Background: an optimization exercise with open tools, aiming at small area and a short achievable clock period. Do not read the settings as production practice.
The RTL was checked by simulation tests, not by an equivalence proof against the original design.
The flow treats the clock pin as an ideal source, which a real chip does not have.

==> flow/design.v (outline; a module is shown in full before it is edited, if it fits) <==
// module MultiTop: 20 lines
// module FA: 4 lines
// module HA: 4 lines
// module BENC: 8 lines
// module BENC2: 10 lines
// module INV: 3 lines
// module NOR2: 3 lines
// module BENCN: 9 lines
// module NAND2: 3 lines
// module XOR2: 3 lines
// module AND2: 3 lines
// module AO21: 3 lines
// module XNOR: 3 lines
// module PPSEL: 3 lines
// module Multi: 1189 lines
module MultiTop(
    input             clk,
    input      [31:0] a,
    input      [31:0] b,
    output reg [31:0] prod
);
  // ...
==> flow/flow/run.sh <==
#!/bin/bash
# The standard layout (the standard.sh, standard synthesis included), with these changes:
# - buffer_ports puts buf_1 cells on the ports rather than clkdlybuf4s50_1 delay cells;
# - CTS runs without latency balancing between the two clock nets (-delay_buffer_derate 0
#   -no_insertion_delay), so that it keeps that skew rather than padding the other registers'
#   clock to match it.
# The make output goes to standard.log; ORFS keeps each step's own log under orfs/logs/.
set -euo pipefail
SKEW_CELLS="sky130_fd_sc_hd__clkdlybuf4s18_1" \
  bash standard.sh BUFFER_PORTS_ARGS="-buffer_cell sky130_fd_sc_hd__buf_1" \
    PRE_CTS_TCL="$(pwd)/flow/skew.tcl" \
    CTS_ARGS="-sink_clustering_enable -repair_clock_nets -delay_buffer_derate 0 -no_insertion_delay" \
    finish > standard.log 2>&1
==> flow/flow/skew.tcl <==
set block [ord::get_db_block]
set db [ord::get_db]
set clk [$block findNet clk]
set cells [split $::env(SKEW_CELLS) ","]
set flops {}
set sx 0.0
set sy 0.0
foreach i [$block getInsts] {
  if {[string match "prod*" [$i getName]] && [string match "sky130_fd_sc_hd__df*" [[$i getMaster] getName]]} {
    lappend flops $i
    set bb [$i getBBox]
    set sx [expr {$sx + [$bb xMin]}]
    set sy [expr {$sy + [$bb yMin]}]
  }
}
set nf [llength $flops]
puts "skew: $nf product registers"
if {$nf != 32} { error "skew: expected 32 product registers, found $nf" }
set cx [expr {int($sx / $nf)}]
set cy [expr {int($sy / $nf)}]
set prev $clk
set k 0
foreach c $cells {
  set m [$db findMaster $c]
  if {$m eq "NULL" || $m eq ""} { error "skew: no master $c" }
  set inst [odb::dbInst_create $block $m skew_dly_$k]
  set net [odb::dbNet_create $block clk_prod_$k]
  $net setSigType CLOCK
  [$inst findITerm A] connect $prev
  [$inst findITerm X] connect $net
  $inst setLocation $cx $cy
  $inst setPlacementStatus PLACED
  set prev $net
  incr k
}
foreach i $flops {
  set it [$i findITerm CLK]
  $it disconnect
  $it connect $prev
}
puts "skew: product registers now clocked from [$prev getName] through $k cells"
detailed_placement
==> flow/standard.sh <==
#!/bin/bash
# synth_recipe.tcl (not shown) runs the flow's synth.tcl, then flattens the netlist and writes it again
# the make line also repeats each setting of config.mk as NAME=value (left out here)
make -C /OpenROAD-flow-scripts/flow DESIGN_CONFIG=/design/flow/config.mk WORK_HOME=/design/flow/orfs CLKGATE_MAP_FILE= SYNTH_SCRIPT=/design/flow/synth_recipe.tcl "${@:-finish}"
==> flow/config.mk <==
export PLATFORM = sky130hd
export DESIGN_NAME = MultiTop
export DESIGN_NICKNAME = MultiTop
export VERILOG_FILES = /design/flow/design.v
export SDC_FILE = /design/flow/constraint.sdc
export NUM_CORES = 4
export LEC_CHECK = 0
export CAP_MARGIN = 20
export CORE_MARGIN = 2
export CORE_UTILIZATION = 40
export SLEW_MARGIN = 72
export SYNTH_HIERARCHICAL = 1
export SYNTH_MINIMUM_KEEP_SIZE = 0
==> flow/constraint.sdc <==
create_clock -name core_clock -period 17.0 [get_ports {clk}]
set_input_delay 3.4000 -clock core_clock [delete_from_list [all_inputs] [get_ports {clk}]]
set_output_delay 3.4000 -clock core_clock [all_outputs]
set_load 0.01 [all_outputs]
==> qor_table.md, run 1 <==
| Item | Reported | Unit |
|:---|:---|:---|
| Core utilization of the finished layout | 0.470 | - |
| Finished Cell Area | 0.0140 | sq mm |
| Hold Worst Slack | 0.123 | ns |
| Period minus WS final | 4.87 | ns |
| Top cell category | multi-input gates | - |
| Port-buffer cells | 96 | - |
| Cell count along the critical path | 16 | - |
| Reg2Reg Setup Slack | 12.13 | ns |
| DIE WIDTH | 178 | microns |
| WP data required | 17.85 | ns |
| Worst-margin pin slew | 0.429 | ns |
| Synthesis-stage register bit count | 96 | - |
| Simple-gate share of the synthesized area | 0.0352 | - |
| Status | no timing/DRC/antenna violations | - |
| Post-synth EDFFs | 0 | - |
| Top FF cell, synth | sky130_fd_sc_hd__dfxtp_1 | - |
| Initial antenna violation count | 0 | - |
| Start of the worst register-to-register path | b_q[7] | - |
| Worst Setup Start Kind | register | - |
| Multiplexer area fraction after synthesis | 0 | - |
| GR Layer Usage met3 | 0.0490 | - |
| Element type at the critical path end | register | - |
| Post-synthesis cell type count | 13 | - |
| Leftover overflow at the end of global routing | 0 | - |
==> inputs of run 2 (changes only) <==
--- a/flow/flow/run.sh
+++ b/flow/flow/run.sh
@@ -9,5 +9,5 @@
 SKEW_CELLS="sky130_fd_sc_hd__clkdlybuf4s18_1" \
   bash standard.sh BUFFER_PORTS_ARGS="-buffer_cell sky130_fd_sc_hd__buf_1" \
     PRE_CTS_TCL="$(pwd)/flow/skew.tcl" \
-    CTS_ARGS="-sink_clustering_enable -repair_clock_nets -delay_buffer_derate 0 -no_insertion_delay" \
+    CTS_ARGS="-sink_clustering_enable -repair_clock_nets -delay_buffer_derate 0 -no_insertion_delay -buf_list sky130_fd_sc_hd__clkbuf_8" \
     finish > standard.log 2>&1
--- a/flow/config.mk
+++ b/flow/config.mk
@@ -8,6 +8,6 @@
 export CAP_MARGIN = 20
 export CORE_MARGIN = 2
 export CORE_UTILIZATION = 40
-export SLEW_MARGIN = 72
+export SLEW_MARGIN = 65
 export SYNTH_HIERARCHICAL = 1
 export SYNTH_MINIMUM_KEEP_SIZE = 0
==> run 2 against run 1 <==
Compared with the run above:
- still clean
- sequential share of layout area increased by 0.20 points
- global-route usage about the same
- wire length increased by 0.22%
- register-to-register slack got worse by 0.13 ns
- clock skew increased by 0.028 ns
- maximum frequency decreased by 2.5%
- hold slack improved by 0.066 ns
- final area decreased by 2.2%
- via count decreased by 0.19%
- critical path type unchanged
- largest cell class unchanged
==> qor_table.md, run 2 <==
| Item | Reported | Unit | vs previous |
|:---|:---|:---|:---|
| Status | no timing/DRC/antenna violations | - |  |
| Fill cells | 2886 | - |  |
| Yosys warns | 7 | - |  |
| Synthesis-stage register bit count | 96 | - | unchanged |
| Fin Clk Skew | 0.649 | ns |  |
| Height of the die | 178 | microns |  |
| Gate Count Post-Synth | 1119 | - |  |
| Period minus WS final | 5.00 | ns | +0.125 ns |
| Die area | 0.0317 | sq mm |  |
| Worst-margin pin slew | 0.507 | ns | +0.0777 ns |
| Post-route antenna net violation count | 0 | - |  |
| List of most frequent post-synthesis cells | sky130_fd_sc_hd__xnor2_1, sky130_fd_sc_hd__o22ai_1, sky130_fd_sc_hd__fa_1, sky130_fd_sc_hd__dfxtp_1, sky130_fd_sc_hd__xor2_1 | - |  |
| Total wirelength of the detailed-routed design | 34100 | microns |  |
| Source-to-sink clock delay at the later pin of the worst-skew pair | 1.02 | ns |  |
| Synth top area share | 0.332 | - |  |
| Element type at the critical path end | register | - |  |
| Pin count of the biggest net entering global routing | 34 | - |  |
| Average cell area after synthesis | 10.8 | sq um |  |
| First-pass iteration count of the detailed router | 5 | - |  |
| Upper clock frequency limit | 0.200 | GHz |  |
| DRC violation count after routing | 0 | - |  |
| WP data required | 17.91 | ns | +0.06 ns |
| Unrepaired setup endpoints after global routing | no | - |  |
| Number of primary I/O pins | 97 | - |  |
| Cell depth of the worst min-delay path | 2 | - |  |
| Leftover overflow at the end of global routing | 0 | - | unchanged |
| Setup slack at placement | 11.21 | ns |  |
| Port-buffer cells | 96 | - | unchanged |
| Leading post-synthesis cells by cell area | sky130_fd_sc_hd__fa_1, sky130_fd_sc_hd__xnor2_1, sky130_fd_sc_hd__dfxtp_1 | - |  |
| Via count normalized by instance count | 5.72 | - |  |
| Number of nets in the synthesized netlist | 1425 | - |  |
| First-pass GRT wire length | 53800 | microns |  |
| Area after detailed placement | 0.0133 | sq mm |  |
| Top FF cell, synth | sky130_fd_sc_hd__dfxtp_1 | - |  |
| Post-synthesis cell type count | 13 | - | unchanged |
| Effective utilization at floorplan | 0.408 | - |  |
| Library cell with the largest summed area after synthesis | sky130_fd_sc_hd__fa_1 | - |  |
| Crit Path Class | reg -> reg | - |  |
| Asr flop ratio synth | 0 | - |  |
| Cts hold-fix bufs | 0 | - |  |
| Clock-pin slew reported for the worst setup and hold paths after clock tree synthesis | 0.09 | ns |  |
| Total standard cell area after synthesis | 0.0121 | sq mm |  |
| Worst Setup Start Kind | register | - |  |
| Post-CTS repair timing setup buffer count | 0 | - |  |
| Final period utilization | 0.294 | - |  |
| Total global routing track utilization | 0.226 | - |  |
| Site row count | 63 | - |  |
| DIE WIDTH | 178 | microns | unchanged |
| HPWL after detailed placement | 25800 | microns |  |
| Top library cells by usage in the layout, fill and taps aside | sky130_fd_sc_hd__xnor2_1, sky130_fd_sc_hd__o22ai_1, sky130_fd_sc_hd__fa_1 | - |  |
| Mean routed wirelength per cell | 20.6 | microns |  |
| Number of DRC markers after the initial detailed-route iteration | 865 | - |  |
| Number of slew-limit violations in the final report | 0 | - |  |
| Initial antenna violation count | 0 | - | unchanged |
| Std-Cell Core Area | 0.0297 | sq mm |  |
| Max-Slew Margin vs Limit | 0.662 | - |  |
| Gates resized, CTS repair | 0 | - |  |
| Maximum capacitance violations | 0 | - |  |
| Critical-path maximum fanout | 22 | - |  |
| Storage element area | 0.00197 | sq mm |  |
| Hold Path Class | reg -> reg | - |  |
| Number of setup violations in the final report | 0 | - |  |
| Worst reg-to-reg path cell count | 17 | - |  |
| Minimum setup slack in the final design | 12.00 | ns |  |
| Post-route setup TNS | 0 | ns |  |
| Finished Cell Area | 0.0137 | sq mm | -2.2% |
| Signed area change from the synthesized netlist to the final layout | 12.5 | % |  |
| Fin nets | 1559 | - |  |
| Data arrival time at the worst-slack endpoint | 5.91 | ns |  |
| Top Registers | a_q x32, b_q x32, prod x32 | - |  |
| Area taken by multi-input logic gates | 0.0103 | sq mm |  |
| Vias in the first global route | 9662 | - |  |
| GP Congestion | 0.897 | - |  |
| Share of cells above drive strength 1 | 0.0714 | - |  |
| CTS tree | built | - |  |
| Sequential cell area fraction in the yosys report | 0.158 | - |  |
| Final Hold Fails | 0 | - |  |
| Total via count in the routed design | 9453 | - |  |
| Most common cell after layout, fill and taps aside | sky130_fd_sc_hd__xnor2_1 | - |  |
| Post-synth EDFFs | 0 | - | unchanged |
| Cell with the most instances after synthesis | sky130_fd_sc_hd__xnor2_1 | - |  |
-- run 2: cell count changes in the layout (fill, tap and decap cells not counted), sizes merged --
cell           previous run  this run
buf                     128       124
clkbuf                   16        14
inv                       7         4
clkdlybuf4s18             2         1
clkinv                    3         7
diode                     0         1
bufinv                    2         1
-- run 2: per-layer routing --
layer	vias up	part of all wire	wire length (microns)	global-route usage
met1	4614	0.43	14500	0.306
met3	79	0.087	2950	0.0503
li1	4273	-	-	-
met5	-	0	0	0.00481
met4	0	0.040	1350	0.0911
met2	487	0.45	15200	0.352
-- run 2: kinds of logic (layout without fill, tap and decap cells) --
| kind of cell | after synthesis | after routing | share of synthesized area |
|---|---|---|---|
| buffers and inverters | 10 | 152 | 0.00526 |
| XOR/XNOR | 372 | 372 | 0.269 |
| flip-flops | 96 | 96 | 0.158 |
| adder cells (fa/ha/maj) | 241 | 241 | 0.373 |
| other | 0 | 1 | 0 |
| AND/OR/NAND/NOR | 99 | 99 | 0.0352 |
| AO/OA/AOI/OAI | 301 | 301 | 0.160 |
-- run 2: final timing paths --
path / slack [ns] / to / start
min: 0.19 / prod[0] / b_q[0]
max: 12.00 / prod[30] / b_q[1]
max reg2reg: 12.00 / prod[30] / b_q[1]
min reg2reg: 0.19 / prod[0] / b_q[0]
-- run 2: Yosys stat by module, one instance, submodules excluded, a selection --
module | area [sq um] | cells
XOR2 | 8.76 | 1
INV | 3.75 | 1
AO21 | 7.51 | 1
FA | 20.0 | 1
NOR2 | 3.75 | 1
XNOR | 8.76 | 1
-- run 2: cell type report, clock buffers not listed --
class | count | area share
Antenna cell | 1 | 0.000183
Buffer | 1 | 0.000733
Clock inverter | 10 | 0.00715
Inverter | 3 | 0.000916
Multi-Input combinational cell | 1013 | 0.752
Sequential cell | 96 | 0.144
Tap cell | 390 | 0.0357
Timing Repair Buffer | 124 | 0.0449
-- run 2: worst max-delay path, stage by stage, from the launching register on --
cell and delay, ns:
sky130_fd_sc_hd__dfxtp_4 0.57, sky130_fd_sc_hd__buf_16 0.23, sky130_fd_sc_hd__xnor2_1 0.15, sky130_fd_sc_hd__nand2_2 0.21, sky130_fd_sc_hd__buf_4 0.26, sky130_fd_sc_hd__o22ai_1 0.29
sky130_fd_sc_hd__fa_1 0.50, sky130_fd_sc_hd__fa_1 0.43, sky130_fd_sc_hd__fa_1 0.48, sky130_fd_sc_hd__fa_1 0.40, sky130_fd_sc_hd__fa_1 0.47, sky130_fd_sc_hd__ha_1 0.32
sky130_fd_sc_hd__a21o_1 0.20, sky130_fd_sc_hd__a21o_1 0.18, sky130_fd_sc_hd__a21o_1 0.15, sky130_fd_sc_hd__a21o_1 0.27, sky130_fd_sc_hd__a21o_1 0.21, sky130_fd_sc_hd__xor2_1 0.16
-- run 2: stage by stage --
stage                     instances   util  hold slack [ns]
after global routing           1651  0.459            0.232
after global placement         1621  0.442            0.954
final                          1652  0.459            0.189
after floorplan                1119      -            0.914
after CTS                      1651  0.458            0.127
after detailed placement       1626  0.448            0.766
==> inputs of run 3 (changes only) <==
--- a/flow/config.mk
+++ b/flow/config.mk
@@ -8,6 +8,6 @@
 export CAP_MARGIN = 20
 export CORE_MARGIN = 2
 export CORE_UTILIZATION = 40
-export SLEW_MARGIN = 65
+export SLEW_MARGIN = 72
 export SYNTH_HIERARCHICAL = 1
 export SYNTH_MINIMUM_KEEP_SIZE = 0
==> run 3 against run 2 <==
Compared with the run above:
- register-to-register slack better by 0.15 ns
- critical path depth is 16 lower
- still clean
- synthesized area is the same
- global-route usage decreased by 0.057 points
- first-iteration DRC count fell by 3.8%
==> qor_table.md, run 3 <==
| Item | Reported | Unit | vs previous |
|:---|:---|:---|:---|
| Upper clock frequency limit | 0.204 | GHz | +1.9% |
| DIE WIDTH | 178 | microns | unchanged |
| Unrepaired setup endpoints after global routing | no | - |  |
| Worst-margin pin slew | 0.412 | ns | -0.0952 ns |
| Post-route setup TNS | 0 | ns | unchanged |
| Top library cells by usage in the layout, fill and taps aside | sky130_fd_sc_hd__xnor2_1, sky130_fd_sc_hd__o22ai_1, sky130_fd_sc_hd__fa_1 | - |  |
| Start of the worst register-to-register path | b_q[7] | - |  |
| Number of DRC markers after the initial detailed-route iteration | 832 | - | -3.8% |
| Synthesis-stage register bit count | 96 | - | unchanged |
| Final Hold Fails | 0 | - | unchanged |
| Multiplexer area fraction after synthesis | 0 | - | unchanged |
| Number of setup violations in the final report | 0 | - | unchanged |
| Critical-path maximum fanout | 1 | - | -95% |
| Post-synth EDFFs | 0 | - | unchanged |
| Slowest Stage Delay on Critical Path | 0.33 | ns | -0.24 ns |
| Total via count in the routed design | 9491 | - | +0.40% |
| Average cell area after synthesis | 10.8 | sq um | unchanged |
| Initial antenna violation count | 0 | - | unchanged |
| Cell with the most instances after synthesis | sky130_fd_sc_hd__xnor2_1 | - |  |
| Pin count of the biggest net entering global routing | 34 | - | unchanged |
| Post-route antenna net violation count | 0 | - | unchanged |
| Mean routed wirelength per cell | 20.5 | microns | -0.88% |
| Gates resized, CTS repair | 0 | - | unchanged |
| List of most frequent post-synthesis cells | sky130_fd_sc_hd__xnor2_1, sky130_fd_sc_hd__o22ai_1, sky130_fd_sc_hd__fa_1, sky130_fd_sc_hd__dfxtp_1, sky130_fd_sc_hd__xor2_1 | - |  |
| Slowest CP cell | sky130_fd_sc_hd__dfxtp_1 | - |  |
| Final period utilization | 0.289 | - | -0.00544 |
| Leading post-synthesis cells by cell area | sky130_fd_sc_hd__fa_1, sky130_fd_sc_hd__xnor2_1, sky130_fd_sc_hd__dfxtp_1 | - |  |
| Clock-pin slew reported for the worst setup and hold paths after clock tree synthesis | 0.09 | ns | about the same |
| DRC violation count after routing | 0 | - | unchanged |
| Reg2Reg Setup Slack | 12.15 | ns | +0.15 ns |
| Total wirelength of the detailed-routed design | 33900 | microns | -0.46% |
| Port-buffer cells | 96 | - | unchanged |
| Cts hold-fix bufs | 0 | - | unchanged |
| Largest family of logic cells by synthesized area | adder cells | - |  |
| Setup slack at placement | 11.53 | ns | +0.323 ns |
| Top Registers | a_q x32, b_q x32, prod x32 | - |  |
| Std-Cell Core Area | 0.0297 | sq mm | unchanged |
| Number of primary I/O pins | 97 | - | unchanged |
| Max-Slew Margin vs Limit | 0.726 | - | +0.0639 |
| CTS tree | built | - |  |
| Effective utilization at floorplan | 0.408 | - | unchanged |
| Number of nets in the synthesized netlist | 1425 | - | unchanged |
| Maximum capacitance violations | 0 | - | unchanged |
| Cell depth of the worst min-delay path | 2 | - | unchanged |
| Critical path, cell by cell | buf_1 | - |  |
| Simple-gate share of the synthesized area | 0.0352 | - | unchanged |
| Height of the die | 178 | microns | unchanged |
| Share of cells above drive strength 1 | 0.0843 | - | +0.0129 |
| Xor-xnor portion of the synthesized cell area | 0.269 | - | unchanged |
| First-pass iteration count of the detailed router | 5 | - | unchanged |
| Site row count | 63 | - | unchanged |
| Hold Path Class | reg -> reg | - |  |
| Hold Worst Slack | 0.0986 | ns | -0.0899 ns |
| HPWL after detailed placement | 25800 | microns | +0.13% |
| First-pass GRT wire length | 53800 | microns | -0.17% |
| Minimum setup slack in the final design | 12.09 | ns | +0.0925 ns |
| GP Congestion | 0.897 | - | unchanged |
| Number of slew-limit violations in the final report | 0 | - | unchanged |
| Data arrival time at the worst-slack endpoint | 1.51 | ns | -4.40 ns |
| WP data required | 13.60 | ns | -4.31 ns |
| WP buf/inv | 1 | - | -1 |
| Status | no timing/DRC/antenna violations | - |  |
| Post-synthesis cell type count | 13 | - | unchanged |
| Source-to-sink clock delay at the later pin of the worst-skew pair | 1.03 | ns | about the same |
| Synth top area share | 0.332 | - | unchanged |
| Worst-case hold path end point | prod[0] | - |  |
| Crit Path Class | reg -> out | - |  |
| Startpoint of the tightest hold check path | b_q[0] | - |  |
| Total global routing track utilization | 0.226 | - | -0.000571 |
| Worst Setup Start Kind | register | - |  |
| Die area | 0.0317 | sq mm | unchanged |
| Fin Clk Skew | 0.647 | ns | -0.00259 ns |
| Yosys warns | 7 | - | unchanged |
| Most common cell after layout, fill and taps aside | sky130_fd_sc_hd__xnor2_1 | - |  |
| Element type at the critical path end | output pin | - |  |
| Total standard cell area after synthesis | 0.0121 | sq mm | unchanged |
| Fin nets | 1567 | - | +0.51% |
| Gate Count Post-Synth | 1119 | - | unchanged |
| Asr flop ratio synth | 0 | - | unchanged |
| Period minus WS final | 4.91 | ns | -0.0925 ns |
| R2r endpoint | prod[31] | - |  |
| Vias in the first global route | 9555 | - | -1.1% |
| Post-CTS repair timing setup buffer count | 0 | - | unchanged |
| Leftover overflow at the end of global routing | 0 | - | unchanged |
| Share of synthesized cell area in full adder, half adder and majority cells | 0.373 | - | unchanged |
| Top FF cell, synth | sky130_fd_sc_hd__dfxtp_1 | - |  |
| Library cell with the largest summed area after synthesis | sky130_fd_sc_hd__fa_1 | - |  |
| Worst reg-to-reg path cell count | 16 | - | -1 |
| Worst path top cell family by delay | flip-flops | - |  |
| Antenna diode instance count | 0 | - | -1 |
| Signed area change from the synthesized netlist to the final layout | 14.0 | % |  |
| Sequential cell area fraction in the yosys report | 0.158 | - | unchanged |
| Fraction of the mapped netlist area in compound gates | 0.160 | - | unchanged |
| Via count normalized by instance count | 5.72 | - | about the same |
run 3: final cells by class, clock buffers not listed:
| cell class | instances | area, sq um |
|---|---|---|
| repair buffers | 132 | 718 |
| plain buffers | 1 | 10.0 |
| well taps | 390 | 488 |
| multi-input cells | 1013 | 10300 |
| fillers | 2820 | 15900 |
| clock inverters | 10 | 126 |
| inverters | 3 | 16.3 |
| flip-flops and latches | 96 | 1980 |
run 3: worst max path at each step:
stage	to	slack, ns	depth (start not counted)	start
finish	prod[3]	12.09	1	prod[3]
global route	prod[31]	11.89	16	b_q[5]
CTS	prod[0]	12.04	1	prod[0]
detailed placement	prod[31]	11.53	16	b_q[13]
global placement	prod[31]	10.85	15	b_q[3]
floorplan	prod[31]	10.55	14	b_q[1]
run 3: metrics by stage:
| step | utilization | cell area (sq um) | std cells |
|---|---|---|---|
| 3_5_place_dp | 0.452 | 13400 | 1631 |
| 6_report | 0.465 | 13800 | 1659 |
| 3_3_place_gp | 0.442 | 13100 | 1621 |
| 5_1_grt | 0.465 | 13800 | 1659 |
| 4_1_cts | 0.463 | 13800 | 1656 |
| 2_1_floorplan | - | 12100 | 1119 |
run 3: Yosys stat by module (local to each module, per instance), excerpt:
module    flops+latches  times used
AND2                  0          21
HA                    0          40
Multi                 0           1
MultiTop             96           1
NAND2                 0          45
XNOR                  0         302
XOR2                  0          70
run 3: cell families after synthesis:
group / Yosys count
xor+xnor: 372
compound gates: 301
fa+ha+maj: 241
simple gates: 99
flops: 96
buf+inv: 10
run 3: metal layers:
metal	GRT usage	vias up	share of wire
li1	-	4291	-
met1	0.304	4699	0.43
met2	0.363	427	0.46
met3	0.0477	74	0.080
met4	0.0735	0	0.029
met5	0	-	0

==> afterwards: timing with drivers on the ports <==
In the flow no input, the clock included, has a driving cell. The finished layouts below were timed again as built, in two steps.
Step 1 (the two cells are an assumption about what drives the block):
set clk [get_ports {clk}]
set_driving_cell -lib_cell sky130_fd_sc_hd__clkbuf_16 $clk
set_driving_cell -lib_cell sky130_fd_sc_hd__buf_2 [delete_from_list [all_inputs] $clk]
Step 2, shift: input delay + t, output delay - t, t = (earliest + latest rising clock arrival at the registers) / 2. This alone moves slack from input paths to output paths.
Three values: no drivers, after step 1, after step 2; two values: the first two.
| run | shift t [ns] | setup WS [ns] | worst hold slack (ns) | latest minus earliest clock arrival (ns) | slew at the worst register clock pin (ns) |
|---|---|---|---|---|---|
| run 1 | 0.719 | 12.125 / 12.096 / 12.125 | 0.123 / 0.123 / 0.123 | 0.623 / 0.622 | 0.07 / 0.07 |
| run 2 | 0.744 | 12.000 / 12.000 / 12.000 | 0.189 / 0.189 / 0.189 | 0.650 / 0.650 | 0.11 / 0.11 |
| run 3 | 0.753 | 12.092 / 12.044 / 12.151 | 0.099 / 0.099 / 0.099 | 0.647 / 0.647 | 0.10 / 0.10 |
In every run listed the clock reaches the registers at very different times; t lies between them, and the last value is a rough guide only.
